From an optimization exercise on the open Yosys and OpenROAD flow, aimed at small area and a short achievable clock period; shortcuts taken in it are not production practice. Where RTL was checked, it was by simulation tests only, not by an equivalence proof against the original. Function not checked in runs 8 and 9: the RTL went through the layout flow alone. Power figures rest on the tool's default switching activity, not on a simulated workload.

**design/flow/config.mk**
```make
export PLATFORM = sky130hd
export DESIGN_NAME = arith_eg3_mod
export DESIGN_NICKNAME = arith_eg3_mod
export VERILOG_FILES = /design/flow/design.v
export SDC_FILE = /design/flow/constraint.sdc
export NUM_CORES = 4
export LEC_CHECK = 0
export ABC_AREA = 1
export CAP_MARGIN = 20
export CORE_MARGIN = 2
export CORE_UTILIZATION = 40
export SLEW_MARGIN = 65
```
**design/flow/constraint.sdc**
```tcl
create_clock -name core_clock -period 75.0 [get_ports {clk}]
set_input_delay 15.0000 -clock core_clock [delete_from_list [all_inputs] [get_ports {clk}]]
set_output_delay 15.0000 -clock core_clock [all_outputs]
set_load 0.01 [all_outputs]
```
**design/flow/design.v**
```verilog
module arith_eg3_mod(
    input clk,
    input rst,
    input int a,
    input int b,
    input [1:0] sel,
    output int r
);
    localparam int K1 = 12;
    localparam int K2 = 25;
    localparam int RIPPLE_MAX = 4;    
    logic        mul0, mul1, mul2;       
    logic        div0, div1, div2;       
    logic        inv0, inv1, inv2;       
    logic        nq0,  nq1,  nq2;        
    logic [31:0] ns0,  ns1,  ns2;        
    logic [31:0] y0,   y1,   y2;         
    logic [31:0] xr1,  xr2;              
    logic [31:0] qr1,  qr2;              
    wire  [2:0]        m_mul = {mul2, mul1, mul0};
    wire  [2:0]        m_div = {div2, div1, div0};
    wire  [2:0]        m_inv = {inv2, inv1, inv0};
    wire  [2:0][31:0]  nsrc  = {ns2, ns1, ns0};
    wire  [2:0][31:0]  y     = {y2, y1, y0};
    wire  [2:0][31:0]  xreg  = {xr2, xr1, 32'd0};
    wire  [31:0][31:0] xo;       
    wire  [31:0] qc;               
    wire        s_div = (sel == 2'd3);
    wire        s_mul = (sel == 2'd2);
    wire        s_inv = sel[0];
    wire [31:0] a_abs = a[31] ? -a : a;
    wire [31:0] b_abs = b[31] ? -b : b;
    assign mul0 = s_mul;
    assign div0 = s_div;
    assign inv0 = s_inv;
    assign nq0  = s_div & (a[31] ^ b[31]) & (b != 32'd0);
    assign ns0  = s_div ? a_abs : a;
    assign y0   = (s_div ? b_abs : b) ^ {32{s_inv}};
    for (genvar k = 0; k < 32; k++) begin : row
        localparam int S = (k < K1) ? 0 : (k < K2) ? 1 : 2;
        wire         nb = ~m_mul[S] & nsrc[S][31-k];
        wire [k:0]   xin;
        if (k == 0)                  assign xin = nb;
        else if (k == K1 || k == K2) assign xin = {xreg[S][k-1:0], nb};
        else                         assign xin = {xo[k-1][k-1:0], nb};
        wire [k:0]   s;
        wire         co;
        alu_row #(.W(k+1), .FAST(k >= RIPPLE_MAX)) add (.x(xin), .y(y[S][k:0]), .ci(m_inv[S]), .s(s), .co(co));
        wire hz;
        if (k == 31) assign hz = 1'b1;
        else         assign hz = &y[S][31:k+1];
        wire keep = m_mul[S] ? nsrc[S][31-k] : m_div[S] ? (co & hz) : (k == 31);
        assign qc[31-k] = keep;
        assign xo[k] = {{(31-k){1'b0}}, keep ? s : xin};
    end
    logic sd, sx;    
    always_ff @(posedge clk) begin
        mul1 <= mul0;
        div1 <= div0;
        inv1 <= inv0;
        nq1  <= nq0;
        ns1  <= ns0;
        y1   <= y0;
        xr1  <= xo[K1-1];
        qr1  <= qc;
        mul2 <= mul1;
        div2 <= div1;
        inv2 <= inv1;
        nq2  <= nq1;
        ns2  <= ns1;
        y2   <= y1;
        xr2  <= xo[K2-1];
        qr2  <= {qr1[31:32-K1], qc[31-K1:0]};
        if (rst) begin
            sd <= 1'b0;
            sx <= 1'b0;
        end else begin
            sd <= div1;
            sx <= ~div1;
        end
    end
    wire [31:0] q = {qr2[31:32-K2], qc[31-K2:0]};
    wire [31:0] qf = nq2 ? -q : q;
    assign r = ({32{sd}} & qf) | ({32{sx}} & xo[31]);
endmodule
module alu_row #(parameter int W = 8, parameter bit FAST = 1) (
    input  [W-1:0] x,
    input  [W-1:0] y,
    input          ci,
    output [W-1:0] s,
    output         co
);
    wire [W-1:0] p = x ^ y;
    wire [W:0]   c;
    assign c[0] = ci;
    if (!FAST || W < 3) begin : ripple
        for (genvar j = 0; j < W; j++) begin : bit_
            assign c[j+1] = (x[j] & y[j]) | (c[j] & p[j]);
        end
    end else begin : prefix
        localparam int L = (W > 16) ? 5 : (W > 8) ? 4 : (W > 4) ? 3 : (W > 2) ? 2 : 1;
        wire [W-1:0] g [0:L];
        wire [W-1:0] q [0:L];
        assign g[0][0] = (x[0] & y[0]) | (ci & p[0]);
        assign q[0][0] = 1'b0;
        for (genvar j = 1; j < W; j++) begin : gp
            assign g[0][j] = x[j] & y[j];
            assign q[0][j] = p[j];
        end
        for (genvar l = 0; l < L; l++) begin : lev
            for (genvar j = 0; j < W; j++) begin : node
                if ((j >> l) & 1) begin : comb
                    localparam int J = ((j >> (l + 1)) << (l + 1)) + (1 << l) - 1;
                    assign g[l+1][j] = g[l][j] | (q[l][j] & g[l][J]);
                    assign q[l+1][j] = q[l][j] & q[l][J];
                end else begin : pass
                    assign g[l+1][j] = g[l][j];
                    assign q[l+1][j] = q[l][j];
                end
            end
        end
        for (genvar j = 0; j < W; j++) begin : carry
            assign c[j+1] = g[L][j];
        end
    end
    assign s  = p ^ c[W-1:0];
    assign co = c[W];
endmodule
```
**design/flow/run.sh**
```bash
#!/bin/bash
# synth_recipe.tcl (not shown) runs the flow's synth.tcl, then flattens the netlist and writes it again
# the make line also repeats each setting of config.mk as NAME=value (left out here)
make -C /OpenROAD-flow-scripts/flow DESIGN_CONFIG=/design/flow/config.mk WORK_HOME=/design/flow/orfs CLKGATE_MAP_FILE= SYNTH_SCRIPT=/design/flow/synth_recipe.tcl finish
```
==> results of run 1 <==
flip-flops by register name (all words and copies together) (netlist names), 7 cells and up:
signal	flops
qr2	25
ns1	20
y2	32
xr1	12
xr2	25
y1	32
qr1	12
ns2	7
cells in the mapped netlist (3+ instances only):
library cell  instances
clkbuf_1             41
buf_2                52
and2_1               84
ha_1                462
nand4_1              27
clkinv_1              5
a21o_1               24
or2_1                 7
nor2_1              287
and3_1                3
nand3_1             680
o21ai_1              48
a21oi_1             270
o21ai_0             143
or2_2               152
a221oi_1              5
inv_1               672
nor2_2               11
o21bai_1             17
a21boi_1              3
a31oi_1              12
o211ai_1             14
or2_0                 3
inv_4                 4
o21ai_2              14
nand2_1            1666
xnor2_1             122
a211oi_1             13
xor2_1              185
nor2_4                7
buf_6                 6
nand2_2              26
nand3_2              10
o21ai_4               3
inv_2                22
buf_1                 9
nand3b_1             32
o31ai_1               5
buf_4                 9
nor4_1               14
o21a_1                4
dfxtp_1             175
nor3_1               52
fa_1                150
worst max-delay path: cells and delay by family (launching register included):
family / cells / cell delay (ns)
and+or+nand+nor: 83 / 8.52
buffers and inverters: 17 / 3.93
adders and majority gates: 9 / 2.86
DFF: 1 / 0.58
AOI/OAI and AO/OA: 41 / 7.68
logic make-up (layout without fill, tap and decap cells):
group	Yosys count	in the layout	share of synthesized area (%)
flops	175	175	9.962
simple gates	3069	3069	38.58
xor+xnor	309	309	7.738
fa+ha+maj	612	612	24.98
other cells	0	2	0
compound gates	591	591	9.499
buf+inv	822	893	9.246
metal layers:
layer / GRT usage (%) / share of wire [%]
met5: 0 / 0.013
met4: 7.667 / 2.9
met3: 3.658 / 5.5
met2: 44.51 / 46
met1: 34.79 / 45
cell type report:
class	count	area share, %
diodes	2	0.01310
clock buffers	17	1.114
clock inverters	15	0.4225
inverters	703	6.963
multi-input cells	4581	74.63
flip-flops and latches	175	9.275
well taps	1155	3.783
repair buffers	158	3.796
worst paths after layout:
path | from | endpoint | slack, ns | cells past startpoint
worst max-delay path | y2[0]$_DFF_P_ | r[20] | 35.87 | 150
worst min register to register | ns1[4]$_DFF_P_ | ns2[4]$_DFF_P_ | 0.32 | 0
worst max register to register | mul1$_DFF_P_ | xr2[0]$_DFF_P_ | 37.73 | 269
worst min-delay path | ns1[4]$_DFF_P_ | ns2[4]$_DFF_P_ | 0.32 | 0
stage by stage:
step | area [sq um] | util [%] | std cells | power (mW) | worst slack (ns)
finish | 38200 | 43.97 | 6806 | 1.394 | 35.87
global route | 38200 | 43.96 | 6804 | 1.570 | 33.42
CTS | 38160 | 43.91 | 6803 | 1.387 | 35.82
detailed placement | 37570 | 43.24 | 6771 | 1.286 | 36.26
global placement | 37410 | 43.05 | 6767 | 1.275 | 35.12
floorplan | 35170 | - | 5578 | 1.013 | 39.69
power by group through the flow:
stage                     Combinational (mW)  Sequential, mW  Clock, mW
final                                   1.16           0.137     0.0940
after global routing                    1.33           0.137     0.0992
after CTS                               1.16           0.136     0.0959
after detailed placement                1.15           0.138          0
after global placement                  1.14           0.138          0
after floorplan                        0.888           0.125          0
==> notes.md, run 1 <==
* Number of fill cells at 9326
* Mean post-synth cell area at 6.305 sq um
* Initial antenna violation count at 6
* Multi-input gate area at 0.02851 sq mm
* Via count at 35530
* Clk latency of the worst-skew pair at 0.48 ns
* Clk slew on worst S/H paths at 0.08 ns
* Setup_tns at 0 ns
* Die W at 300.5 um
* Routed Antenna Nets at 0
* Htree depth at 4
* Layout Area Growth over Synthesis at 8.627%
* Clock share of power at 6.7%
* Initial DRC count at 2489
* Max incr delay on CP at 0.58 ns
* Clock skew at 0.02800 ns
* Hold buffers post-CTS at 0
* Total CTS buffers at 17
* Synthesized net count at 6258
* Commonest non-fill, non-tap cell in the layout: nand2_1
* Final setup vio count at 0
* Synthesized flop and latch total at 175
* Critical path peak fanout at 40
* Drt first pass iters at 5
* Min Hold Slack at 0.3242 ns
* Outcome: no timing/DRC/antenna violations
* Vias in the first global route at 34190
* Post-layout min period at 39.13 ns
* Avg WL per Cell at 17.47 um
* Syn Inst Count at 5578
* Register area share after synthesis at 9.962%
* Final Max Tran Viols at 0
* Nets at 6316
* Largest net degree at the start of global routing at 41
* Slew at the pin closest to its max-slew limit at 0.5499 ns
* Max-capacitance violation count at 0
* First-pass GRT wire length at 187.3 mm
* Worst hold path class: register to register
* Ys async rst share at 0%
* # Post-CTS Setup Buffers at 0
* Cell taking the most area after synthesis: nand2_1
* Initial core utilization at 40.48%
* Total GRT Usage at 26.34%
* Register area at 0.003543 sq mm
* Yosys warning count at 29
* Most frequent cells in the layout: 1664 x nand2_1, 680 x nand3_1, 662 x inv_1
* Top Ports at 100
* Hold Fails Final Rpt at 0
* Library cells used by synthesis at 64
* RSZ-0062 raised after global routing: no
* Internal power at 0.6189 mW
* Critical Path AT at 24.13 ns
* Sw Ratio at 55.61%
* Gates resized, CTS repair at 0
* Slowest CP cell: dfxtp_1
* Maximum clock path buffer count at 2
* Die area at 0.09031 sq mm
* Sequential Power Share at 9.8%
* Peak supply drop at 0.01455 mV
* Pwr/cell area at 36.50 mW/mm^2
* Core Region at 0.08689 sq mm
* P_sw at 0.7755 mW
* WS Path Type: register to primary output
* Logic pwr share at 83.5%
* Critical Path End Type: primary output
* Post-synth EDFFs at 0
* Detail Placement HPWL at 97.62 mm
* CP required at 60.00 ns
* Crit start category: register
* P_leak at 20.19 nW
* Synth top area cells: nand2_1 18%, ha_1 16%, dfxtp_1 10%
* I/O Buffers at 99
* Slew margin rel. at 63.29%
* Fmax at 25.55 MHz
* # DRC at 0
* Fin crit share at 52.18%
* Main flop type after synthesis: dfxtp_1
* Gp weighted congestion at 0.9347
* GR Overflow Total at 0
* Syn Std Cell Area at 0.03517 sq mm
* Cell mode on critical path: nand2_1
* Layout cells sized above 1 at 7.152%
* # rows at 108
* Die height at 300.5 um
* Clock root buffer: clkbuf_16
* Final WL at 118.9 mm
* Vias per cell at 5.221
* CTS tree: yes
* Clock Sinks at 175
* Synth top area share at 17.78%
==> run 2, diff against run 1 <==
--- a/design/flow/config.mk
+++ b/design/flow/config.mk
@@ -9,4 +9,4 @@
 export CAP_MARGIN = 20
 export CORE_MARGIN = 2
 export CORE_UTILIZATION = 40
-export SLEW_MARGIN = 65
+export SLEW_MARGIN = 76
==> run 2 against run 1 <==
  * Total power is 0.92% higher
  * Still clean
  * Sequential cell count stayed put
  * Clock power is 4.3% higher
  * Count of clock-buffer cells in the layout stayed put
==> notes.md, run 2 <==
* Largest net degree at the start of global routing at 41
* Gp weighted congestion at 0.9347
* Hold buffers post-CTS at 0
* Max incr delay on CP at 0.54 ns
* Maximum clock path buffer count at 2
* Htree depth at 4
* Initial antenna violation count at 2
* Clock Sinks at 175
* Synthesized net count at 6258
* Crit Reg-Reg Endpoint: xr2[0]$_DFF_P_
* Critical Path AT at 23.40 ns
* First-pass GRT wire length at 189.2 mm
* Top-count cell post-synth: nand2_1
* Final worst setup slack at 36.60 ns
* Cell mode on critical path: nand2_1
* Routed Antenna Nets at 0
* Critical Path Start: mul2$_DFF_P_
* Layout Area Growth over Synthesis at 10.25%
* Synth top area share at 17.78%
* Final Max Tran Viols at 0
* Register area share after synthesis at 9.962%
* Top Ports at 100
* Hold Fails Final Rpt at 0
* Critical path peak fanout at 40
* Initial DRC count at 2310
* Avg WL per Cell at 17.35 um
* Synth cell count leaders: 1666 x nand2_1, 680 x nand3_1, 672 x inv_1
* Slowest CP cell: dfxtp_1
* Critical Path End Type: primary output
* P_leak at 20.37 nW
* Core Region at 0.08689 sq mm
* Setup_tns at 0 ns
* Clock root buffer: clkbuf_16
* Total GRT Usage at 26.42%
* Reg2reg path depth at 269
* Library cells used by synthesis at 64
* # Post-CTS Setup Buffers at 0
* Ys async rst share at 0%
* Dpl ws at 37.12 ns
* Via count at 35710
* Vias in the first global route at 34670
* FF-to-FF setup slack at 39.25 ns
* Fmax at 26.05 MHz
* Slew at the pin closest to its max-slew limit at 0.3505 ns
* Commonest non-fill, non-tap cell in the layout: nand2_1
* Clk slew on worst S/H paths at 0.09 ns
* Final setup vio count at 0
* Outcome: no timing/DRC/antenna violations
* Vias per cell at 5.236
* Cell taking the most area after synthesis: nand2_1
* Pwr/cell area at 36.29 mW/mm^2
* Main flop type after synthesis: dfxtp_1
* Max-capacitance violation count at 0
* Gates resized, CTS repair at 0
* Worst setup path endpoint: r[20]
* CTS tree: yes
* Total chip power at 1.407 mW
* Total CTS buffers at 17
* Crit start category: register
* Synthesized flop and latch total at 175
* Initial core utilization at 40.48%
* Placed Cells at 6787
* Reg2reg start: mul1$_DFF_P_
* Peak supply drop at 0.01664 mV
* WS Path Type: register to primary output
* Clock skew at 0.02362 ns
* Clk latency of the worst-skew pair at 0.48 ns
* Nets at 6332
* Min Hold Slack at 0.3267 ns
* Slew margin rel. at 76.03%
* Final WL at 118.3 mm
* Die area at 0.09031 sq mm
* N_diodes at 0
* Mean post-synth cell area at 6.305 sq um
* GR Overflow Total at 0
* Syn Inst Count at 5578
* Worst hold path class: register to register
* Die height at 300.5 um
* I/O Buffers at 99
* Largest regs: y1 x32, y2 x32
* Most frequent cells in the layout: 1659 x nand2_1, 679 x nand3_1, 653 x inv_1
* Post-layout min period at 38.40 ns
* Layout cells sized above 1 at 8.932%
* # DRC at 0
* CP required at 60.00 ns
* Fin crit share at 51.19%
* Synth top area cells: nand2_1 18%, ha_1 16%, dfxtp_1 10%
* RSZ-0062 raised after global routing: no
* Syn Std Cell Area at 0.03517 sq mm
* Count of non-filler cells in the finished layout at 6820
* Yosys warning count at 29
* Die W at 300.5 um
* Drt first pass iters at 6
* # rows at 108
* Post-synth EDFFs at 0
* Detail Placement HPWL at 98.24 mm
-- run 2: cell counts after synthesis --
Identical to the previous run, type by type.
-- run 2: area by class of cell --
type	instances	area (sq um)
tap	1155	1445
fill	9227	48120
inverter	703	2688
timing repair buffer	174	1630
clock inverter	15	188.9
clock buffer	17	425.4
sequential	175	3592
multi-input combinational	4581	28800
-- run 2: logic make-up after synthesis --
| group | synth area share, % |
|---|---|
| fa+ha+maj | 24.98 |
| buf+inv | 9.246 |
| compound gates | 9.499 |
| xor+xnor | 7.738 |
| simple gates | 38.58 |
| flops | 9.962 |
-- run 2: power by group --
group	switching, mW	total (mW)	internal (mW)
Clock	0.0471	0.0980	0.0509
Sequential	0.0250	0.135	0.110
Combinational	0.709	1.17	0.466
Total	0.781	1.41	0.627
-- run 2: per-stage QoR --
| step | cell area (sq um) | utilization, % |
|---|---|---|
| 4_1_cts | 38630 | 44.46 |
| 6_report | 38770 | 44.62 |
| 2_1_floorplan | 35170 | - |
| 3_5_place_dp | 38020 | 43.75 |
| 5_1_grt | 38770 | 44.62 |
| 3_3_place_gp | 37410 | 43.05 |
-- run 2: worst min-delay path by stage --
| stage | startpoint | slack (ns) | endpoint | depth (start not counted) |
|---|---|---|---|---|
| floorplan | nq1$_DFF_P_ | 0.31 | nq2$_DFF_P_ | 0 |
| global placement | qr1[22]$_DFF_P_ | 0.31 | qr2[22]$_DFF_P_ | 0 |
| detailed placement | ns1[4]$_DFF_P_ | 0.31 | ns2[4]$_DFF_P_ | 0 |
| CTS | ns1[1]$_DFF_P_ | 0.33 | ns2[1]$_DFF_P_ | 0 |
| global route | ns1[0]$_DFF_P_ | 0.33 | ns2[0]$_DFF_P_ | 0 |
| finish | qr1[20]$_DFF_P_ | 0.33 | qr2[20]$_DFF_P_ | 0 |
-- run 2: routing by layer --
| layer | GRT usage [%] | up-vias | wire (um) |
|---|---|---|---|
| li1 | - | 18220 | - |
| met4 | 6.821 | 2 | 3284 |
| met5 | 0 | - | 13 |
| met2 | 45.20 | 846 | 55060 |
| met3 | 2.590 | 160 | 5443 |
| met1 | 35.44 | 16480 | 54530 |
-- run 2: critical path, delay by kind of cell, from the launching register on --
kind / cells / cell delay, ns
and+or+nand+nor: 85 / 8.57
AOI/OAI and AO/OA: 41 / 7.02
buffers and inverters: 18 / 3.58
adders and majority gates: 9 / 3.14
DFF: 1 / 0.54
==> run 3, diff against run 2 <==
--- a/design/flow/config.mk
+++ b/design/flow/config.mk
@@ -9,4 +9,4 @@
 export CAP_MARGIN = 20
 export CORE_MARGIN = 2
 export CORE_UTILIZATION = 40
-export SLEW_MARGIN = 76
+export SLEW_MARGIN = 78
==> run 3 against run 2 <==
  * Synthesized cell count unchanged
  * Register-to-register slack gained 0.24 ns
  * Still clean on timing, DRC and antenna
  * Global-route usage down 0.057 points
  * Via count increased by 0.27%
  * Area after synthesis unchanged
  * Sequential cell count is the same
==> notes.md, run 3 <==
* Synthesized net count at 6258
* Syn Inst Count at 5578
* Largest net degree at the start of global routing at 41
* Outcome: no timing/DRC/antenna violations
* Library cells used by synthesis at 64
* Max incr delay on CP at 0.53 ns
* Min Hold Slack at 0.3250 ns
* Total CTS buffers at 17
* Most frequent cells in the layout: 1658 x nand2_1, 678 x nand3_1, 651 x inv_1
* Top-count cell post-synth: nand2_1
* Clock skew at 0.02354 ns
* Largest regs: y1 x32, y2 x32
* Commonest non-fill, non-tap cell in the layout: nand2_1
* Htree depth at 4
* N_diodes at 0
* Mean post-synth cell area at 6.305 sq um
* Post-layout min period at 38.11 ns
* Layout Area Growth over Synthesis at 11.07%
* Peak supply drop at 0.01719 mV
* Layout cells sized above 1 at 9.459%
* CTS tree: yes
* # Post-CTS Setup Buffers at 0
* Hold Fails Final Rpt at 0
* Register area share after synthesis at 9.962%
* First-pass GRT wire length at 188.3 mm
* Top Ports at 100
* Hold buffers post-CTS at 0
* CP required at 60.00 ns
* Main flop type after synthesis: dfxtp_1
* Slowest CP cell: clkdlybuf4s50_1
* Synth top area cells: nand2_1 18%, ha_1 16%, dfxtp_1 10%
* Critical path peak fanout at 40
* Drt first pass iters at 6
* Pwr/cell area at 36.24 mW/mm^2
* Synth cell count leaders: 1666 x nand2_1, 680 x nand3_1, 672 x inv_1
* Worst hold path class: register to register
* Cell taking the most area after synthesis: nand2_1
* Yosys warning count at 29
* Nets at 6344
* Final Max Tran Viols at 0
* Slew at the pin closest to its max-slew limit at 0.3569 ns
* Initial DRC count at 2396
* Final setup vio count at 0
* Critical Path AT at 23.11 ns
* Post-route design area at 0.03906 sq mm
* Gp weighted congestion at 0.9347
* Slew margin rel. at 76.13%
* P_leak at 20.46 nW
* Maximum clock path buffer count at 2
* Fin util at 44.96%
* Initial antenna violation count at 3
* Clk slew on worst S/H paths at 0.09 ns
* Die W at 300.5 um
* Crit start category: register
* Core Region at 0.08689 sq mm
* Number of fill cells at 9190
* Clock Sinks at 175
* Clk latency of the worst-skew pair at 0.48 ns
* Total GRT Usage at 26.36%
* RSZ-0062 raised after global routing: no
* Synthesized flop and latch total at 175
* GR Overflow Total at 0
* Fmax at 26.24 MHz
* Clock root buffer: clkbuf_16
* Avg WL per Cell at 17.34 um
* Gates resized, CTS repair at 0
* Initial core utilization at 40.48%
* Max-capacitance violation count at 0
* Fin crit share at 50.81%
* Routed Antenna Nets at 0
* Die area at 0.09031 sq mm
* Syn Std Cell Area at 0.03517 sq mm
* Area of placed instances at 0.03823 sq mm
* Vias per cell at 5.241
* Critical Path End Type: primary output
* I/O Buffers at 99
* Detail Placement HPWL at 98.45 mm
* WS Path Type: register to primary output
* # rows at 108
* Die height at 300.5 um
* Setup_tns at 0 ns
* # DRC at 0
* Synth top area share at 17.78%
* Final WL at 118.5 mm
* Cell mode on critical path: nand2_1
* Post-synth EDFFs at 0
* Vias in the first global route at 34450
* Via count at 35810
* Ys async rst share at 0%
==> run 3: cell counts after synthesis <==
No cell type changed its count.
==> run 3: cell type report <==
type / count / area, sq um / share of cell area (%)
Multi-Input combinational cell: 4581 / 28970 / 74.16
Sequential cell: 175 / 3600 / 9.215
Inverter: 703 / 2710 / 6.938
Timing Repair Buffer: 186 / 1714 / 4.388
Tap cell: 1155 / 1445 / 3.700
Clock buffer: 20 / 479.2 / 1.227
Clock inverter: 12 / 143.9 / 0.3684
==> run 3: routing by layer <==
metal  up-vias  track usage (%)  part of all wire, %
li1      18230                -                    -
met1     16540            35.23                   46
met2       891            45.57                   47
met3       149            2.482                  4.9
met4         0            6.298                  2.5
met5         -                0                    0
==> run 3: worst max-delay path: cells and delay by family (launching register included) <==
| kind | cells | cell delay, ns |
|---|---|---|
| flip-flops | 1 | 0.40 |
| adder cells (fa/ha/maj) | 9 | 3.16 |
| AO/OA/AOI/OAI | 38 | 6.30 |
| AND/OR/NAND/NOR | 89 | 9.20 |
| buffers and inverters | 20 | 3.42 |
==> run 3: power by group <==
group | switching [mW] | leakage [nW] | total [mW] | internal, mW
Combinational | 0.714 | 18.7 | 1.18 | 0.469
Clock | 0.0440 | 0.301 | 0.0977 | 0.0537
Sequential | 0.0248 | 1.48 | 0.135 | 0.110
==> run 3: cells by family after synthesis <==
family | after synthesis | share of synthesized area, %
XOR/XNOR | 309 | 7.738
adder cells (fa/ha/maj) | 612 | 24.98
AND/OR/NAND/NOR | 3069 | 38.58
flip-flops | 175 | 9.962
AO/OA/AOI/OAI | 591 | 9.499
buffers and inverters | 822 | 9.246
==> run 3: metrics by stage <==
stage / worst slack [ns] / std cells / total power, mW
2_1_floorplan: 39.69 / 5578 / 1.013
3_5_place_dp: 37.37 / 6796 / 1.300
3_3_place_gp: 35.12 / 6767 / 1.275
5_1_grt: 34.50 / 6832 / 1.594
4_1_cts: 36.75 / 6828 / 1.405
6_report: 36.89 / 6832 / 1.416
==> run 3: final timing paths <==
check,depth (start not counted),end,slack [ns],start
max,156,r[20],36.89,mul2$_DFF_P_
max reg2reg,269,xr2[0]$_DFF_P_,39.49,mul1$_DFF_P_
min,0,ns2[2]$_DFF_P_,0.32,ns1[2]$_DFF_P_
min reg2reg,0,ns2[2]$_DFF_P_,0.32,ns1[2]$_DFF_P_
==> run 4, diff against run 3 <==
--- a/design/flow/config.mk
+++ b/design/flow/config.mk
@@ -6,7 +6,7 @@
 export NUM_CORES = 4
 export LEC_CHECK = 0
 export ABC_AREA = 1
-export CAP_MARGIN = 20
+export CAP_MARGIN = 60
 export CORE_MARGIN = 2
 export CORE_UTILIZATION = 40
-export SLEW_MARGIN = 78
+export SLEW_MARGIN = 72
==> run 4 against run 3 <==
  * Register-to-register slack worse by 0.46 ns
  * Clock skew decreased by 0.0058 ns
  * Hold slack better by 0.0038 ns
  * Via count is 0.39% lower
  * Clock power decreased by 6.3%
  * Die area stayed put
  * Sequential cell count unchanged
  * Critical path type unchanged
  * Largest power group unchanged
==> notes.md, run 4 <==
* Outcome: no timing/DRC/antenna violations
* Top Ports at 100
* WS Path Type: register to primary output
* Die area at 0.09031 sq mm
* Maximum clock path buffer count at 2
* N_diodes at 0
* Reg2reg start: mul1$_DFF_P_
* Crit Reg-Reg Endpoint: xr2[7]$_DFF_P_
* Post-synth EDFFs at 0
* RSZ-0062 raised after global routing: no
* Cell mode on critical path: nand2_1
* Detail Placement HPWL at 97.81 mm
* First-pass GRT wire length at 188.7 mm
* Critical Path AT at 23.39 ns
* Multi-input gate area at 0.02867 sq mm
* Commonest non-fill, non-tap cell in the layout: nand2_1
* Initial antenna violation count at 8
* Pwr/cell area at 36.28 mW/mm^2
* Syn Std Cell Area at 0.03517 sq mm
* Clk slew on worst S/H paths at 0.08 ns
* Htree depth at 4
* Critical Path End Type: primary output
* Slew margin rel. at 69.69%
* Hold Crit Endpoint: qr2[24]$_DFF_P_
* Fmax at 26.05 MHz
* Cell taking the most area after synthesis: nand2_1
* Worst path bufs/invs at 16
* Clock Sinks at 175
* Setup_tns at 0 ns
* CTS tree: yes
* Fin crit share at 51.18%
* Final setup vio count at 0
* Yosys warning count at 29
* Crit start category: register
* Routed Antenna Nets at 0
* Post-route design area at 0.03847 sq mm
* WHS Path Cells at 0
* Gp weighted congestion at 0.9347
* Total GRT Usage at 26.44%
* Final Max Tran Viols at 0
* Total CTS buffers at 17
* Initial core utilization at 40.48%
* Layout cells sized above 1 at 8.224%
* Slew at the pin closest to its max-slew limit at 0.4529 ns
* Cell count along the critical path at 151
* Hold buffers post-CTS at 0
* Most frequent cells in the layout: 1660 x nand2_1, 680 x nand3_1, 654 x inv_1
* Ys async rst share at 0%
* Die W at 300.5 um
* P_leak at 20.27 nW
* I/O Buffers at 99
* Clock root buffer: clkbuf_16
* Synth top area cells: nand2_1 18%, ha_1 16%, dfxtp_1 10%
* Top-count cell post-synth: nand2_1
* Area of placed instances at 0.03779 sq mm
* Nets at 6321
* Hold_sp: qr1[24]$_DFF_P_
* # DRC at 0
* Largest net degree at the start of global routing at 41
* Register area share after synthesis at 9.962%
* Fin util at 44.28%
* Register area at 0.003578 sq mm
* Slowest CP cell: dfxtp_1
* Drt first pass iters at 6
* Critical path peak fanout at 40
* Library cells used by synthesis at 64
* Clk latency of the worst-skew pair at 0.48 ns
* Avg WL per Cell at 17.46 um
* Core Region at 0.08689 sq mm
* Synth cell count leaders: 1666 x nand2_1, 680 x nand3_1, 672 x inv_1
* Peak supply drop at 0.01938 mV
* CP required at 60.00 ns
* # Post-CTS Setup Buffers at 0
* Via count at 35670
* Vias per cell at 5.238
* Clock skew at 0.01771 ns
* Final WL at 118.9 mm
* Largest regs: y1 x32, y2 x32
* Reg2reg path depth at 270
* Max incr delay on CP at 0.54 ns
* Synth top area share at 17.78%
* Hold Fails Final Rpt at 0
* Die height at 300.5 um
* Syn Inst Count at 5578
* Main flop type after synthesis: dfxtp_1
* Mean post-synth cell area at 6.305 sq um
* Worst hold path class: register to register
* Max-capacitance violation count at 0
* GR Overflow Total at 0
* Post-layout min period at 38.39 ns
* Number of fill cells at 9161
* # rows at 108
* Layout Area Growth over Synthesis at 9.399%
* Synthesized net count at 6258
* Initial DRC count at 2298
* Synthesized flop and latch total at 175
* Vias in the first global route at 34430
* FF-to-FF setup slack at 39.03 ns
* Gates resized, CTS repair at 0
* CP top delay family: simple AND/OR/NAND/NOR gates
[run 4: metrics by stage]
stage | worst slack, ns | hold WS [ns] | power (mW) | cells
global route | 34.20 | 0.3348 | 1.572 | 6809
floorplan | 39.69 | 0.3096 | 1.013 | 5578
detailed placement | 36.69 | 0.3121 | 1.289 | 6775
CTS | 36.60 | 0.3302 | 1.388 | 6807
global placement | 35.12 | 0.3109 | 1.275 | 6767
finish | 36.61 | 0.3288 | 1.396 | 6809
[run 4: layout make-up]
cell class,instances,share of cell area [%]
repair buffers,163,3.974
flip-flops and latches,175,9.301
inverters,703,6.959
well taps,1155,3.756
clock buffers,18,1.171
multi-input cells,4581,74.52
clock inverters,14,0.3154
[run 4: worst max-delay path by stage]
| stage | start | end | slack, ns |
|---|---|---|---|
| 6_report | mul2$_DFF_P_ | r[20] | 36.61 |
| 5_1_grt | mul2$_DFF_P_ | r[20] | 34.20 |
| 4_1_cts | mul2$_DFF_P_ | r[20] | 36.60 |
| 3_5_place_dp | a[0] | xr1[3]$_DFF_P_ | 36.69 |
| 3_3_place_gp | inv2$_DFF_P_ | r[7] | 35.12 |
| 2_1_floorplan | b[0] | xr1[10]$_DFF_P_ | 39.69 |
[run 4: kinds of logic (layout without fill, tap and decap cells)]
family / count (synthesis) / after routing / synth area share, %
compound gates: 591 / 591 / 9.499
flops: 175 / 175 / 9.962
simple gates: 3069 / 3069 / 38.58
fa+ha+maj: 612 / 612 / 24.98
buf+inv: 822 / 898 / 9.246
xor+xnor: 309 / 309 / 7.738
[run 4: where the power goes]
group | total [mW] | leakage, nW | switching (mW) | internal (mW)
combinational | 1.17 | 18.5 | 0.706 | 0.463
sequential | 0.136 | 1.47 | 0.0258 | 0.110
clock | 0.0915 | 0.279 | 0.0459 | 0.0456
total | 1.40 | 20.3 | 0.778 | 0.618
[run 4: metal layers]
layer / up-vias / routed length, um / track usage [%]
met1: 16420 / 54560 / 35.28
met4: 4 / 3072 / 6.702
li1: 18180 / - / -
met5: - / 23 / 0
met2: 889 / 55340 / 45.32
met3: 175 / 5883 / 2.835
==> run 5, diff against run 4 <==
--- a/design/flow/config.mk
+++ b/design/flow/config.mk
@@ -6,7 +6,8 @@
 export NUM_CORES = 4
 export LEC_CHECK = 0
 export ABC_AREA = 1
-export CAP_MARGIN = 60
+export CAP_MARGIN = 20
 export CORE_MARGIN = 2
-export CORE_UTILIZATION = 40
+export CORE_UTILIZATION = 55
+export PLACE_DENSITY = 0.7
 export SLEW_MARGIN = 72
==> run 5 against run 4 <==
  * Worst setup slack worse by 0.67 ns
  * Sequential share of layout area increased by 0.13 points
  * Non-clock buffer count decreased by 11
  * Final cell count shrank 4.7%
  * Clock skew is 0.015 ns higher
  * Fmax shrank 1.7%
  * Sequential cell count unchanged
==> notes.md, run 5 <==
* Hold_sp: ns1[6]$_DFF_P_
* Critical Path End Type: primary output
* I/O Buffers at 99
* Crit start category: register
* Largest regs: y1 x32, y2 x32
* Drt first pass iters at 6
* Pwr/cell area at 36.51 mW/mm^2
* Die height at 256.9 um
* Hold buffers post-CTS at 0
* Vias per cell at 5.490
* Number of fill cells at 6209
* Htree depth at 4
* First-pass GRT wire length at 178.2 mm
* Die W at 256.9 um
* Reg2reg path depth at 267
* Total CTS buffers at 17
* Syn Std Cell Area at 0.03517 sq mm
* Hold Crit Endpoint: ns2[6]$_DFF_P_
* Nets at 6310
* WS Path Type: register to primary output
* Hold Fails Final Rpt at 0
* CP top delay family: simple AND/OR/NAND/NOR gates
* Setup_tns at 0 ns
* Worst path bufs/invs at 18
* Initial DRC count at 2706
* Synth top area share at 17.78%
* Ys async rst share at 0%
* Maximum clock path buffer count at 2
* Layout cells sized above 1 at 7.974%
* Max incr delay on CP at 0.53 ns
* Top-count cell post-synth: nand2_1
* Routed Antenna Nets at 0
* Total GRT Usage at 33.74%
* Fin crit share at 52.07%
* Critical Path AT at 24.05 ns
* # rows at 92
* N_diodes at 0
* CP required at 60.00 ns
* Synthesized net count at 6258
* Synthesized flop and latch total at 175
* Fmax at 25.61 MHz
* Main flop type after synthesis: dfxtp_1
* Mean post-synth cell area at 6.305 sq um
* Gates resized, CTS repair at 0
* Core Region at 0.06320 sq mm
* Syn Inst Count at 5578
* Clock skew at 0.03233 ns
* RSZ-0062 raised after global routing: no
* FF-to-FF setup slack at 39.22 ns
* Clock root buffer: clkbuf_16
* Clk latency of the worst-skew pair at 0.50 ns
* Synth cell count leaders: 1666 x nand2_1, 680 x nand3_1, 672 x inv_1
* Yosys warning count at 29
* Gp weighted congestion at 0.9620
* Initial core utilization at 55.65%
* Final setup vio count at 0
* Final WL at 111.4 mm
* Peak supply drop at 0.02062 mV
* # Post-CTS Setup Buffers at 0
* Worst hold path class: register to register
* Max-capacitance violation count at 0
* Crit Reg-Reg Endpoint: xr2[7]$_DFF_P_
* CTS tree: yes
* Layout Area Growth over Synthesis at 8.112%
* Avg WL per Cell at 17.17 um
* Final Max Tran Viols at 0
* P_leak at 20.22 nW
* Commonest non-fill, non-tap cell in the layout: nand2_1
* Clock Sinks at 175
* Cell taking the most area after synthesis: nand2_1
* Critical path peak fanout at 39
* Die area at 0.06598 sq mm
* Outcome: no timing/DRC/antenna violations
* WHS Path Cells at 0
* Cell mode on critical path: nand2_1
* Total chip power at 1.388 mW
* Vias in the first global route at 33440
* Reg2reg start: mul1$_DFF_P_
* Library cells used by synthesis at 64
* GR Overflow Total at 0
* # DRC at 0
* Detail Placement HPWL at 92.49 mm
* Post-synth EDFFs at 0
* Initial antenna violation count at 4
* Slowest CP cell: clkdlybuf4s50_1
* Register area share after synthesis at 9.962%
* Synth top area cells: nand2_1 18%, ha_1 16%, dfxtp_1 10%
* Clk slew on worst S/H paths at 0.06 ns
* Via count at 35630
* Slew at the pin closest to its max-slew limit at 0.4291 ns
* Most frequent cells in the layout: 1658 x nand2_1, 680 x nand3_1, 657 x inv_1
* Largest net degree at the start of global routing at 41
* Slew margin rel. at 71.13%
* Top Ports at 100
* Post-layout min period at 39.05 ns
-- run 5: cell types whose count changed in the layout (fill, tap and decap cells not counted), sizes merged --
cell / previous run / this run
buf: 63 / 54
clkbuf: 19 / 18
clkdlybuf4s15: 1 / 0
clkdlybuf4s18: 1 / 0
clkinv: 12 / 16
clkinvlp: 2 / 1
dlymetal6s2s: 0 / 1
inv: 703 / 700
-- run 5: worst max path at each step --
stage,startpoint,end,slack [ns],cells past startpoint
after floorplan,b[0],xr1[10]$_DFF_P_,39.69,154
after CTS,mul2$_DFF_P_,r[20],35.87,153
after global placement,sel[1],xr1[2]$_DFF_P_,35.35,148
final,mul2$_DFF_P_,r[20],35.95,154
after detailed placement,mul2$_DFF_P_,r[20],36.49,153
after global routing,mul2$_DFF_P_,r[20],33.45,154
-- run 5: worst reg2reg max path, delay by kind of cell, from the launching register on --
kind	cells	cell delay [ns]
AO/OA/AOI/OAI	35	5.25
adder cells (fa/ha/maj)	15	5.70
buffers and inverters	35	5.97
flip-flops	1	0.30
AND/OR/NAND/NOR	182	18.47
-- run 5: cell families (layout without fill, tap and decap cells) --
kind of cell / after synthesis / count (layout) / share of synthesized area [%]
compound gates: 591 / 591 / 9.499
xor+xnor: 309 / 309 / 7.738
fa+ha+maj: 612 / 612 / 24.98
buf+inv: 822 / 887 / 9.246
flops: 175 / 175 / 9.962
simple gates: 3069 / 3069 / 38.58
-- run 5: report_power, final --
group	internal, mW	switching [mW]	leakage, nW	total, mW
Combinational	0.462	0.697	18.5	1.16
Clock	0.0441	0.0462	0.279	0.0904
Sequential	0.110	0.0282	1.47	0.138
Total	0.616	0.772	20.2	1.39
-- run 5: metrics by stage --
stage / area [sq um] / std cells / utilization, % / hold WS (ns) / worst slack (ns)
2_1_floorplan: 35170 / 5578 / - / 0.3096 / 39.69
3_3_place_gp: 36970 / 6451 / 58.50 / 0.3107 / 35.35
3_5_place_dp: 37340 / 6456 / 59.08 / 0.3121 / 36.49
4_1_cts: 37920 / 6488 / 60.00 / 0.3285 / 35.87
5_1_grt: 38020 / 6489 / 60.16 / 0.3342 / 33.45
6_report: 38020 / 6489 / 60.16 / 0.3278 / 35.95
-- run 5: per-layer routing --
layer	GRT usage, %	wire length [um]
met5	0	43
met4	11.01	3728
met3	3.586	6153
met2	57.12	51210
met1	44.85	50250
-- run 5: cell type report --
cell class	count	area, sq um	area share (%)
clock buffers	18	429.2	1.129
inverters	703	2670	7.023
flip-flops and latches	175	3587	9.435
clock inverters	14	150.1	0.3949
multi-input cells	4581	28690	75.45
repair buffers	152	1438	3.781
well taps	846	1059	2.784
==> run 6, diff against run 5 <==
--- a/design/flow/config.mk
+++ b/design/flow/config.mk
@@ -8,6 +8,5 @@
 export ABC_AREA = 1
 export CAP_MARGIN = 20
 export CORE_MARGIN = 2
-export CORE_UTILIZATION = 55
-export PLACE_DENSITY = 0.7
+export CORE_UTILIZATION = 40
 export SLEW_MARGIN = 72
==> run 6 against run 5 <==
  * Largest power group unchanged
  * Total power up 0.56%
  * Worst setup slack better by 0.67 ns
  * Final cell count up 4.9%
  * Sequential cell count unchanged
  * Combinational power about the same
  * Count of clock-buffer cells in the layout unchanged
  * Fmax up 1.7%
  * Largest cell class unchanged
  * Highest routed layer unchanged
  * Clock power up 1%
  * Final area up 1.2%
  * Register-to-register slack worse by 0.19 ns
  * Critical path depth down 3
==> notes.md, run 6 <==
* Synth top area share at 17.78%
* Die area at 0.09031 sq mm
* # rows at 108
* Top-count cell post-synth: nand2_1
* Syn Std Cell Area at 0.03517 sq mm
* Critical path peak fanout at 40
* FF-to-FF setup slack at 39.03 ns
* Hold buffers post-CTS at 0
* # Post-CTS Setup Buffers at 0
* Htree depth at 4
* Routed Antenna Nets at 0
* Critical Path End Type: primary output
* Total GRT Usage at 26.44%
* Setup_tns at 0 ns
* Top Ports at 100
* Gates resized, CTS repair at 0
* Initial antenna violation count at 8
* Total CTS buffers at 17
* Final setup vio count at 0
* CP required at 60.00 ns
* Clock root buffer: clkbuf_16
* Post-layout min period at 38.39 ns
* Most frequent cells in the layout: 1660 x nand2_1, 680 x nand3_1, 654 x inv_1
* Die W at 300.5 um
* N_diodes at 0
* Max-capacitance violation count at 0
* Number of fill cells at 9161
* Pwr/cell area at 36.28 mW/mm^2
* Die height at 300.5 um
* Slew at the pin closest to its max-slew limit at 0.4529 ns
* Clock Sinks at 175
* Via count at 35670
* WS Path Type: register to primary output
* Drt first pass iters at 6
* Worst hold path class: register to register
* Yosys warning count at 29
* Met2 Use GR at 45.32%
* Clk latency of the worst-skew pair at 0.48 ns
* Mean post-synth cell area at 6.305 sq um
* Largest regs: y1 x32, y2 x32
* Vias in the first global route at 34430
* Cell mode on critical path: nand2_1
* Slew margin rel. at 69.69%
* Fin util at 44.28%
* Synth top area cells: nand2_1 18%, ha_1 16%, dfxtp_1 10%
* Layout cells sized above 1 at 8.224%
* Slowest CP cell: dfxtp_1
* Final WL at 118.9 mm
* RSZ-0062 raised after global routing: no
* Synth cell count leaders: 1666 x nand2_1, 680 x nand3_1, 672 x inv_1
* I/O Buffers at 99
* Register area share after synthesis at 9.962%
* Avg WL per Cell at 17.46 um
* Busiest metal layer after global routing: met2
* Largest net degree at the start of global routing at 41
* Crit start category: register
* Clk slew on worst S/H paths at 0.08 ns
* Clock skew at 0.01771 ns
* Detail Placement HPWL at 97.81 mm
* Initial DRC count at 2298
* CTS tree: yes
* Post-synth EDFFs at 0
* Fmax at 26.05 MHz
* Hold Fails Final Rpt at 0
* Nets at 6321
* Gp weighted congestion at 0.9347
* Library cells used by synthesis at 64
* Initial core utilization at 40.48%
* Commonest non-fill, non-tap cell in the layout: nand2_1
* Max incr delay on CP at 0.54 ns
* Peak supply drop at 0.01938 mV
* Syn Inst Count at 5578
* Main flop type after synthesis: dfxtp_1
* Critical Path AT at 23.39 ns
* # DRC at 0
* First-pass GRT wire length at 188.7 mm
* P_leak at 20.27 nW
* Met1 Resource Use GR at 35.28%
* GR Overflow Total at 0
* Cell taking the most area after synthesis: nand2_1
* Maximum clock path buffer count at 2
* Fin crit share at 51.18%
* Final Max Tran Viols at 0
* Outcome: no timing/DRC/antenna violations
* Core Region at 0.08689 sq mm
* Synthesized net count at 6258
* Met3 usage at 2.835%
* Vias per cell at 5.238
* Layout Area Growth over Synthesis at 9.399%
* Ys async rst share at 0%
* Synthesized flop and latch total at 175
-- run 6: cell counts after synthesis --
No cell type changed its count.
-- run 6: per-layer routing --
| metal | vias to the layer above | part of all wire, % |
|---|---|---|
| li1 | 18180 | - |
| met1 | 16420 | 46 |
| met2 | 889 | 47 |
| met3 | 175 | 4.9 |
| met4 | 4 | 2.6 |
| met5 | - | 0.019 |
-- run 6: final timing paths --
check | from | endpoint | depth (start not counted)
worst max register to register | mul1$_DFF_P_ | xr2[7]$_DFF_P_ | 270
worst max-delay path | mul2$_DFF_P_ | r[20] | 151
worst min-delay path | qr1[24]$_DFF_P_ | qr2[24]$_DFF_P_ | 0
worst min register to register | qr1[24]$_DFF_P_ | qr2[24]$_DFF_P_ | 0
-- run 6: cell type report --
cell class / instances / area [sq um] / area share, %
clock buffer: 18 / 450.4 / 1.171
sequential: 175 / 3578 / 9.301
tap: 1155 / 1445 / 3.756
timing repair buffer: 163 / 1529 / 3.974
multi-input combinational: 4581 / 28670 / 74.52
clock inverter: 14 / 121.4 / 0.3154
inverter: 703 / 2678 / 6.959
-- run 6: report_power, final --
part / switching, mW / total (mW) / internal (mW)
registers: 0.0258 / 0.136 / 0.110
logic: 0.706 / 1.17 / 0.463
clock network: 0.0459 / 0.0915 / 0.0456
total: 0.778 / 1.40 / 0.618
-- run 6: metrics by stage --
step                area (sq um)  setup slack (ns)  instances  total power [mW]  hold WS [ns]
detailed placement         37790             36.69       6775             1.289        0.3121
finish                     38470             36.61       6809             1.396        0.3288
floorplan                  35170             39.69       5578             1.013        0.3096
CTS                        38360             36.60       6807             1.388        0.3302
global placement           37410             35.12       6767             1.275        0.3109
global route               38470             34.20       6809             1.572        0.3348
-- run 6: cell families after synthesis --
kind of cell,synth area share (%)
adders and majority gates,24.98
buffers and inverters,9.246
xor gates and xnor gates,7.738
AOI/OAI and AO/OA,9.499
DFF,9.962
and+or+nand+nor,38.58
-- run 6: critical path: cells and delay by family, from the launching register on --
kind | cells | cell delay (ns)
AOI/OAI and AO/OA | 41 | 7.55
and+or+nand+nor | 85 | 8.38
buffers and inverters | 16 | 3.33
adders and majority gates | 9 | 2.95
DFF | 1 | 0.54
==> run 7, diff against run 6 <==
--- a/design/flow/config.mk
+++ b/design/flow/config.mk
@@ -9,4 +9,6 @@
 export CAP_MARGIN = 20
 export CORE_MARGIN = 2
 export CORE_UTILIZATION = 40
+export GPL_ROUTABILITY_DRIVEN = 0
+export PLACE_DENSITY = 0.8
 export SLEW_MARGIN = 72
==> run 7 against run 6 <==
  * Still clean
  * Via count grew 3.8%
  * Sequential power is essentially flat
  * Sequential share of layout area is essentially flat
  * Worst setup slack lost 0.53 ns
  * Clock power shrank 4.2%
  * Die area is the same
  * Combinational power is essentially flat
  * Sequential cell count is the same
  * Global-route usage shrank 2.4 points
  * Final area shrank 0.34%
  * Fmax shrank 1.4%
  * Largest power group unchanged
==> notes.md, run 7 <==
* Outcome: no timing/DRC/antenna violations
* Library cells used by synthesis at 64
* Synth top area share at 17.78%
* Top-count cell post-synth: nand2_1
* Detail Placement HPWL at 89.67 mm
* Initial antenna violation count at 2
* Dpl ws at 36.76 ns
* Max incr delay on CP at 0.56 ns
* Setup_tns at 0 ns
* Commonest non-fill, non-tap cell in the layout: nand2_1
* Internal power at 0.6176 mW
* N_diodes at 0
* Final setup vio count at 0
* Cell mode on critical path: nand2_1
* Main combinational cell family by area after synthesis: simple AND/OR/NAND/NOR gates
* Pwr/cell area at 36.36 mW/mm^2
* Clock share of power at 6.3%
* Synth Area in Simple Gates at 38.58%
* Total GRT Usage at 23.99%
* Slowest CP cell: clkdlybuf4s50_1
* Gates resized, CTS repair at 0
* Area of placed instances at 0.03765 sq mm
* Multiplexer share of the synthesized area at 0%
* # Post-CTS Setup Buffers at 0
* Clk latency of the worst-skew pair at 0.48 ns
* Max-capacitance violation count at 0
* # rows at 108
* Largest regs: y1 x32, y2 x32
* Routed Antenna Nets at 0
* Ys async rst share at 0%
* Hold Fails Final Rpt at 0
* Final worst setup slack at 36.09 ns
* Vias per cell at 5.449
* Cell taking the most area after synthesis: nand2_1
* Vias in the first global route at 35460
* Synth cell count leaders: 1666 x nand2_1, 680 x nand3_1, 672 x inv_1
* Layout cells sized above 1 at 7.797%
* Clock Sinks at 175
* Hold buffers post-CTS at 0
* Maximum clock path buffer count at 2
* Synth top area cells: nand2_1 18%, ha_1 16%, dfxtp_1 10%
* Syn Std Cell Area at 0.03517 sq mm
* Initial DRC count at 2919
* Yosys warning count at 29
* Via count at 37040
* Sw Ratio at 55.70%
* Critical path peak fanout at 41
* Clock skew at 0.01133 ns
* Synth Area in Adders at 24.98%
* P_leak at 20.20 nW
* Crit start category: register
* # DRC at 0
* Mean post-synth cell area at 6.305 sq um
* RSZ-0062 raised after global routing: no
* Final Max Tran Viols at 0
* Fmax at 25.70 MHz
* Die W at 300.5 um
* Sequential Power Share at 9.7%
* Most frequent cells in the layout: 1658 x nand2_1, 680 x nand3_1, 657 x inv_1
* WS Path Type: register to primary output
* Htree depth at 4
* Slew margin rel. at 70.68%
* Die area at 0.09031 sq mm
* Final WL at 109.8 mm
* CTS tree: yes
* Core Region at 0.08689 sq mm
* Synthesized net count at 6258
* GR Overflow Total at 0
* Main flop type after synthesis: dfxtp_1
* Critical Path End Type: primary output
* Die height at 300.5 um
* I/O Buffers at 99
* Avg WL per Cell at 16.16 um
* Register area at 0.003568 sq mm
* Critical Path AT at 23.91 ns
* Initial core utilization at 40.48%
* Layout Area Growth over Synthesis at 9.026%
* Number of fill cells at 8755
* Post-route design area at 0.03834 sq mm
* Multi-input gate area at 0.02868 sq mm
* Post-synth EDFFs at 0
* Worst hold path class: register to register
* Slew at the pin closest to its max-slew limit at 0.4369 ns
* Synthesized flop and latch total at 175
* Peak supply drop at 0.02239 mV
* Total CTS buffers at 17
* Drt first pass iters at 8
* Post-layout min period at 38.91 ns
* XOR/XNOR Fraction of Synth Area at 7.738%
* P_sw at 0.7766 mW
* Largest net degree at the start of global routing at 42
* Register area share after synthesis at 9.962%
* Top Ports at 100
* Fin crit share at 51.88%
* Syn Inst Count at 5578
* CP required at 60.00 ns
* Clk slew on worst S/H paths at 0.08 ns
* Complex-gate fraction of the synthesized area at 9.499%
* Nets at 6310
* Logic pwr share at 84.0%
* Clock root buffer: clkbuf_16
* First-pass GRT wire length at 176.7 mm
## run 7: cell types whose count changed in the layout (fill, tap and decap cells not counted), moves of 3 or more
cell | before | now
dfxtp_2 | 39 | 25
dfxtp_1 | 129 | 141
buf_4 | 48 | 37
clkinv_2 | 4 | 9
inv_4 | 13 | 9
buf_6 | 6 | 9
buf_8 | 4 | 1
clkinv_1 | 5 | 2
inv_1 | 654 | 657
## run 7: power groups by stage
stage | clock network [mW] | logic (mW) | registers, mW
after detailed placement | 0 | 1.14 | 0.136
after CTS | 0.0888 | 1.15 | 0.134
after global placement | 0 | 1.10 | 0.136
after global routing | 0.0923 | 1.32 | 0.136
after floorplan | 0 | 0.888 | 0.125
final | 0.0877 | 1.17 | 0.136
## run 7: critical path: cells and delay by family, from the launching register on
kind	cells	cell delay, ns
fa+ha+maj	8	3.06
buf+inv	19	3.88
flops	1	0.55
compound gates	41	7.65
simple gates	81	8.25
## run 7: layer usage
metal / share of wire, % / track usage, %
met5: 0.041 / 0
met4: 5.8 / 13.27
met3: 7.5 / 3.254
met2: 45 / 40.06
met1: 41 / 29.77
## run 7: worst paths after layout
path | slack (ns) | cells past startpoint | start | end
min reg2reg | 0.32 | 0 | qr1[31]$_DFF_P_ | qr2[31]$_DFF_P_
max reg2reg | 38.63 | 264 | mul1$_DFF_P_ | xr2[9]$_DFF_P_
max | 36.09 | 149 | inv2$_DFF_P_ | r[19]
min | 0.32 | 0 | qr1[31]$_DFF_P_ | qr2[31]$_DFF_P_
## run 7: stage by stage
stage               cells  hold WS (ns)  total power [mW]  util (%)
floorplan            5578        0.3096             1.013         -
global placement     6757        0.3127             1.237     42.97
detailed placement   6765        0.3121             1.278     43.33
CTS                  6797        0.3264             1.373     43.98
global route         6798        0.3266             1.553     44.13
finish               6798        0.3221             1.394     44.13
## run 7: layout make-up
class	instances	area share [%]
Multi-Input combinational cell	4581	74.79
Sequential cell	175	9.307
Inverter	703	6.980
Tap cell	1155	3.769
Timing Repair Buffer	152	3.678
Clock buffer	18	1.119
Clock inverter	14	0.3622
## run 7: logic make-up after synthesis
family,after synthesis
buffers and inverters,822
adders and majority gates,612
DFF,175
AOI/OAI and AO/OA,591
and+or+nand+nor,3069
xor gates and xnor gates,309
==> run 8, diff against run 7 <==
--- a/design/flow/design.v
+++ b/design/flow/design.v
@@ -47,8 +47,9 @@
         wire         co;
         alu_row #(.W(k+1), .FAST(k >= RIPPLE_MAX)) add (.x(xin), .y(y[S][k:0]), .ci(m_inv[S]), .s(s), .co(co));
         wire hz;
-        if (k == 31) assign hz = 1'b1;
-        else         assign hz = &y[S][31:k+1];
+        if (k == 31)     assign hz = 1'b1;
+        else if (S == 0) assign hz = b[31] ? (&b[31:k+1] & |b[k:0]) : ~|b[31:k+1];
+        else             assign hz = &y[S][31:k+1];
         wire keep = m_mul[S] ? nsrc[S][31-k] : m_div[S] ? (co & hz) : (k == 31);
         assign qc[31-k] = keep;
         assign xo[k] = {{(31-k){1'b0}}, keep ? s : xin};
--- a/design/flow/config.mk
+++ b/design/flow/config.mk
@@ -9,6 +9,4 @@
 export CAP_MARGIN = 20
 export CORE_MARGIN = 2
 export CORE_UTILIZATION = 40
-export GPL_ROUTABILITY_DRIVEN = 0
-export PLACE_DENSITY = 0.8
 export SLEW_MARGIN = 72
==> run 8 against run 7 <==
  * Total power up 9.6%
  * Worst setup slack better by 1.8 ns
  * Clock power up 6.5%
  * Global-route usage up 1.0 points
  * Sequential share of layout area down 0.52 points
  * Hold slack better by 0.0096 ns
  * Count of clock-buffer cells in the layout down 1
==> notes.md, run 8 <==
* Gp weighted congestion at 0.9505
* XOR/XNOR Fraction of Synth Area at 7.655%
* I/O Buffers at 99
* # rows at 112
* Most frequent cells in the layout: 1627 x nand2_1, 722 x inv_1, 641 x nand3_1
* Htree depth at 4
* Peak supply drop at 0.01514 mV
* Count of non-filler cells in the finished layout at 7108
* Clock root buffer: clkbuf_16
* Final WL at 118.2 mm
* Max-capacitance violation count at 0
* Multiplexer share of the synthesized area at 0.05367%
* Ys async rst share at 0%
* Maximum clock path buffer count at 2
* Synthesized net count at 6481
* Clk latency of the worst-skew pair at 0.46 ns
* Main flop type after synthesis: dfxtp_1
* Post-synth EDFFs at 0
* Worst path bufs/invs at 20
* RSZ-0062 raised after global routing: no
* Clock skew at 0.02148 ns
* Placed Cells at 7073
* Slowest CP cell: clkdlybuf4s50_1
* Largest net degree at the start of global routing at 46
* Gates resized, CTS repair at 0
* Synth cell count leaders: 1633 x nand2_1, 734 x inv_1, 641 x nand3_1
* GR Overflow Total at 0
* Max incr delay on CP at 0.57 ns
* Final setup vio count at 0
* Nets at 6524
* Via count at 36580
* Post-layout min period at 37.09 ns
* Synthesized flop and latch total at 175
* Drt first pass iters at 5
* Vias per cell at 5.146
* CTS tree: yes
* N_diodes at 0
* Final Max Tran Viols at 0
* Clock Sinks at 175
* Top Ports at 100
* # Post-CTS Setup Buffers at 0
* Syn Std Cell Area at 0.03730 sq mm
* Synth Area in Adders at 23.65%
* Register area share after synthesis at 9.393%
* CP top delay family: simple AND/OR/NAND/NOR gates
* Die height at 309.4 um
* Fin crit share at 49.46%
* Clk slew on worst S/H paths at 0.08 ns
* Setup_tns at 0 ns
* Total GRT Usage at 25.02%
* First-pass GRT wire length at 190.8 mm
* Layout cells sized above 1 at 10.16%
* Largest regs: y1 x32, y2 x32
* Core Region at 0.09291 sq mm
* Hold Fails Final Rpt at 0
* Die area at 0.09570 sq mm
* Initial antenna violation count at 7
* # DRC at 0
* Slew margin rel. at 70.54%
* Cell taking the most area after synthesis: nand2_1
* Slew at the pin closest to its max-slew limit at 0.4372 ns
* Mean post-synth cell area at 6.433 sq um
* P_leak at 21.45 nW
* Total CTS buffers at 17
* Layout Area Growth over Synthesis at 8.407%
* Pwr/cell area at 37.79 mW/mm^2
* Hold buffers post-CTS at 0
* Library cells used by synthesis at 74
* Initial DRC count at 2305
* Fmax at 26.96 MHz
* CP required at 60.00 ns
* Cell mode on critical path: nand2_1
* Vias in the first global route at 35460
* Total chip power at 1.528 mW
* Critical Path End Type: primary output
* Routed Antenna Nets at 0
* Worst hold path class: register to register
* Critical path peak fanout at 45
* Detail Placement HPWL at 99.34 mm
* Top-count cell post-synth: nand2_1
* Outcome: no timing/DRC/antenna violations
* Yosys warning count at 29
* Main combinational cell family by area after synthesis: simple AND/OR/NAND/NOR gates
* Critical Path AT at 22.09 ns
* Synth top area cells: nand2_1 16%, ha_1 16%, dfxtp_1 9.4%
* Die W at 309.4 um
* Complex-gate fraction of the synthesized area at 9.460%
* Synth top area share at 16.43%
* Synth Area in Simple Gates at 39.78%
* Initial core utilization at 40.14%
* Avg WL per Cell at 16.62 um
* Crit start category: register
* Syn Inst Count at 5798
* Commonest non-fill, non-tap cell in the layout: nand2_1
* WS Path Type: register to primary output
## run 8: changes by cell type after synthesis, sizes merged, moves of 22 or more
cell    change
inv        +69
nand3      +69
nand2      +31
o21ai      -29
a21oi      +26
or2        -23
nand3b     -22
## run 8: through the flow
step	area [sq um]	hold WS (ns)	util, %	setup WS [ns]
floorplan	37300	0.3096	-	40.38
global placement	39340	0.3101	42.34	36.38
detailed placement	39690	0.3135	42.72	37.47
CTS	40320	0.3346	43.40	37.74
global route	40430	0.3362	43.52	35.70
finish	40430	0.3317	43.52	37.91
## run 8: routing by layer
metal | wire length, um | up-vias | track usage (%)
met5 | 23 | - | 0
met4 | 2689 | 4 | 5.701
met3 | 4907 | 135 | 2.234
met2 | 55990 | 716 | 44.02
met1 | 54540 | 16860 | 33.02
li1 | - | 18860 | -
## run 8: path summary, 6_finish.rpt
check | cells after the start | slack (ns) | startpoint | to
setup / recovery | 141 | 37.91 | mul2$_DFF_P_ | r[12]
hold / removal | 0 | 0.33 | ns1[3]$_DFF_P_ | ns2[3]$_DFF_P_
setup reg to reg | 233 | 42.43 | mul1$_DFF_P_ | xr2[7]$_DFF_P_
hold reg to reg | 0 | 0.33 | ns1[3]$_DFF_P_ | ns2[3]$_DFF_P_
## run 8: worst reg2reg max path, delay by kind of cell, from the launching register on
family | cells | cell delay, ns
AND/OR/NAND/NOR | 161 | 16.97
flip-flops | 1 | 0.31
buffers and inverters | 25 | 4.46
adder cells (fa/ha/maj) | 15 | 5.53
AO/OA/AOI/OAI | 32 | 5.20
## run 8: layout make-up
type	count	area, sq um
Tap cell	1254	1569
Fill cell	9841	52480
Multi-Input combinational cell	4727	30330
Sequential cell	175	3552
Timing Repair Buffer	152	1434
Clock inverter	15	203.9
Clock buffer	17	425.4
Inverter	768	2922
## run 8: report_power, final
part | switching (mW) | internal, mW
clock network | 0.0474 | 0.0460
registers | 0.0271 | 0.111
logic | 0.784 | 0.513
total | 0.858 | 0.670
## run 8: kinds of logic after synthesis
logic type | after synthesis
multiplexers | 2
flip-flops | 175
AND/OR/NAND/NOR | 3181
XOR/XNOR | 326
buffers and inverters | 896
adder cells (fa/ha/maj) | 615
AO/OA/AOI/OAI | 603
==> run 9, diff against run 8 <==
--- a/design/flow/design.v
+++ b/design/flow/design.v
@@ -6,8 +6,8 @@
     input [1:0] sel,
     output int r
 );
-    localparam int K1 = 12;
-    localparam int K2 = 25;
+    localparam int K1 = 8;
+    localparam int K2 = 28;
     localparam int RIPPLE_MAX = 4;    
     logic        mul0, mul1, mul2;       
     logic        div0, div1, div2;       
@@ -47,9 +47,8 @@
         wire         co;
         alu_row #(.W(k+1), .FAST(k >= RIPPLE_MAX)) add (.x(xin), .y(y[S][k:0]), .ci(m_inv[S]), .s(s), .co(co));
         wire hz;
-        if (k == 31)     assign hz = 1'b1;
-        else if (S == 0) assign hz = b[31] ? (&b[31:k+1] & |b[k:0]) : ~|b[31:k+1];
-        else             assign hz = &y[S][31:k+1];
+        if (k == 31) assign hz = 1'b1;
+        else         assign hz = &y[S][31:k+1];
         wire keep = m_mul[S] ? nsrc[S][31-k] : m_div[S] ? (co & hz) : (k == 31);
         assign qc[31-k] = keep;
         assign xo[k] = {{(31-k){1'b0}}, keep ? s : xin};
@@ -96,23 +95,23 @@
     assign c[0] = ci;
     if (!FAST || W < 3) begin : ripple
         for (genvar j = 0; j < W; j++) begin : bit_
-            assign c[j+1] = (x[j] & y[j]) | (c[j] & p[j]);
+            assign c[j+1] = p[j] ? c[j] : x[j];
         end
     end else begin : prefix
         localparam int L = (W > 16) ? 5 : (W > 8) ? 4 : (W > 4) ? 3 : (W > 2) ? 2 : 1;
         wire [W-1:0] g [0:L];
         wire [W-1:0] q [0:L];
-        assign g[0][0] = (x[0] & y[0]) | (ci & p[0]);
+        assign g[0][0] = p[0] ? ci : x[0];
         assign q[0][0] = 1'b0;
         for (genvar j = 1; j < W; j++) begin : gp
-            assign g[0][j] = x[j] & y[j];
+            assign g[0][j] = x[j];
             assign q[0][j] = p[j];
         end
         for (genvar l = 0; l < L; l++) begin : lev
             for (genvar j = 0; j < W; j++) begin : node
                 if ((j >> l) & 1) begin : comb
                     localparam int J = ((j >> (l + 1)) << (l + 1)) + (1 << l) - 1;
-                    assign g[l+1][j] = g[l][j] | (q[l][j] & g[l][J]);
+                    assign g[l+1][j] = q[l][j] ? g[l][J] : g[l][j];
                     assign q[l+1][j] = q[l][j] & q[l][J];
                 end else begin : pass
                     assign g[l+1][j] = g[l][j];
==> run 9 against run 8 <==
  * Register-to-register slack got worse by 0.94 ns
  * Non-clock buffer count increased by 25
  * Combinational power increased by 6%
  * Global-route usage increased by 2.5 points
  * Via count increased by 28%
  * Hold slack got worse by 0.0040 ns
  * First-iteration DRC count increased by 69%
  * Worst setup slack improved by 3.6 ns
  * Sequential power decreased by 7%
  * Clock skew increased by 0.0025 ns
  * Final cell count increased by 24%
  * Final area increased by 7.2%
  * Critical endpoint is now xr2[25]$_DFF_P_
  * Largest power group unchanged
==> notes.md, run 9 <==
* Total GRT Usage at 27.51%
* Nets at 7524
* CP top delay family: simple AND/OR/NAND/NOR gates
* Largest regs: y1 x32, y2 x32
* Clock Sinks at 174
* Library cells used by synthesis at 85
* Synth top area share at 23.46%
* Hold buffers post-CTS at 0
* Clock root buffer: clkbuf_16
* Top-count cell post-synth: nand2_1
* # rows at 117
* WS Path Type: register to register
* Crit start category: register
* Met2 Use GR at 46.39%
* P_leak at 22.96 nW
* Post-route design area at 0.04335 sq mm
* Initial antenna violation count at 4
* Avg WL per Cell at 16.69 um
* Outcome: no timing/DRC/antenna violations
* Most frequent cells in the layout: 2548 x nand2_1, 788 x nand3_1, 777 x inv_1
* Largest net degree at the start of global routing at 53
* Fin crit share at 44.68%
* GR Overflow Total at 0
* Top Ports at 100
* Commonest non-fill, non-tap cell in the layout: nand2_1
* Core Region at 0.1016 sq mm
* Final setup vio count at 0
* RSZ-0062 raised after global routing: no
* Slew margin rel. at 69.89%
* Mean post-synth cell area at 5.491 sq um
* Drt first pass iters at 5
* Max incr delay on CP at 0.35 ns
* Syn Std Cell Area at 0.04094 sq mm
* Gates resized, CTS repair at 0
* CP required at 75.36 ns
* Max-capacitance violation count at 0
* Critical path peak fanout at 37
* First-pass GRT wire length at 229.4 mm
* Initial DRC count at 3894
* Synth top area cells: nand2_1 23%, nand3_1 9.6%, dfxtp_1 8.5%
* Routed Antenna Nets at 0
* Met3 usage at 2.435%
* Clock skew at 0.02397 ns
* Slowest CP cell: nand2_4
* Final Max Tran Viols at 0
* Peak supply drop at 0.01747 mV
* Post-synth EDFFs at 0
* Layout cells sized above 1 at 15.51%
* Synthesized flop and latch total at 174
* Layout Area Growth over Synthesis at 5.895%
* Busiest metal layer after global routing: met2
* Critical Path End Type: register
* Worst hold path class: register to register
* Dpl ws at 41.62 ns
* I/O Buffers at 99
* Met1 Resource Use GR at 36.94%
* Cell taking the most area after synthesis: nand2_1
* CTS tree: yes
* Synthesized net count at 7527
* Area of placed instances at 0.04265 sq mm
* Initial core utilization at 40.30%
* Clk slew on worst S/H paths at 0.09 ns
* # DRC at 0
* Worst path bufs/invs at 21
* Syn Inst Count at 7456
* Ys async rst share at 0%
* Detail Placement HPWL at 115.6 mm
* Gp weighted congestion at 0.9568
* Clk latency of the worst-skew pair at 0.49 ns
* Pwr/cell area at 36.95 mW/mm^2
* # Post-CTS Setup Buffers at 0
* Main flop type after synthesis: dfxtp_1
* Reg2reg path depth at 267
* Htree depth at 4
* Post-layout min period at 33.51 ns
* Die height at 323.9 um
* Register area share after synthesis at 8.508%
* Via count at 46700
* Critical Path AT at 33.87 ns
* Yosys warning count at 29
* WHS Path Cells at 0
* Vias per cell at 5.287
* Setup_tns at 0 ns
* Hold Fails Final Rpt at 0
* Cell mode on critical path: nand2_1
* Total CTS buffers at 17
* Cell count along the critical path at 267
* Final WL at 147.4 mm
* Vias in the first global route at 41960
* Min Hold Slack at 0.3277 ns
* Synth cell count leaders: 2559 x nand2_1, 790 x inv_1, 788 x nand3_1
* Die W at 323.9 um
* Final worst setup slack at 41.49 ns
* Die area at 0.1049 sq mm
* Slew at the pin closest to its max-slew limit at 0.4486 ns
* Maximum clock path buffer count at 2
* Fmax at 29.84 MHz
==> run 9: cell types whose count changed after synthesis, moves of 146 or more <==
cell     delta
ha_1      -462
nor2_1    +146
o21ai_0   +219
nand2_1   +926
fa_1      -150
nand3_1   +147
nand2_2   +468
==> run 9: per-stage QoR <==
stage | power (mW) | instances | util [%]
2_1_floorplan | 1.196 | 7456 | -
3_3_place_gp | 1.468 | 8785 | 41.51
3_5_place_dp | 1.486 | 8801 | 41.99
4_1_cts | 1.586 | 8832 | 42.57
5_1_grt | 1.776 | 8833 | 42.67
6_report | 1.602 | 8834 | 42.67
==> run 9: cell families after synthesis <==
logic type	Yosys count	synth area share, %
AND/OR/NAND/NOR	4903	56.21
buffers and inverters	1061	12.81
AO/OA/AOI/OAI	818	11.71
flip-flops	174	8.508
XOR/XNOR	486	10.40
multiplexers	6	0.1467
adder cells (fa/ha/maj)	8	0.2139
==> run 9: metal layers <==
layer | vias up | part of all wire, %
met5 | - | 0
met3 | 247 | 6.2
li1 | 23710 | -
met4 | 0 | 3.1
met1 | 21340 | 45
met2 | 1401 | 45
==> run 9: layout make-up <==
cell class	count	area (sq um)
inverters	862	3306
multi-input cells	6221	32560
clock buffers	17	425.4
fillers	11310	58240
flip-flops and latches	174	3506
well taps	1368	1712
clock inverters	14	173.9
repair buffers	177	1668
diodes	1	2.502
==> run 9: worst paths after layout <==
check | end | slack, ns | start
max reg2reg | xr2[25]$_DFF_P_ | 41.49 | mul1$_DFF_P_
min | nq2$_DFF_P_ | 0.33 | nq1$_DFF_P_
max | xr2[25]$_DFF_P_ | 41.49 | mul1$_DFF_P_
min reg2reg | nq2$_DFF_P_ | 0.33 | nq1$_DFF_P_
==> run 9: where the power goes <==
part	leakage [nW]	total, mW	switching, mW	internal [mW]
Clock	0.290	0.0950	0.0475	0.0475
Sequential	1.46	0.129	0.0204	0.109
Combinational	21.2	1.38	0.903	0.475

Check on run 9: ideal ports give 41.487 ns setup slack; a clkbuf_16 on the clock port and buf_2 on the inputs give 41.487 ns; moving port delays by the midpoint clock arrival (0.532 ns) as well gives 41.487 ns.
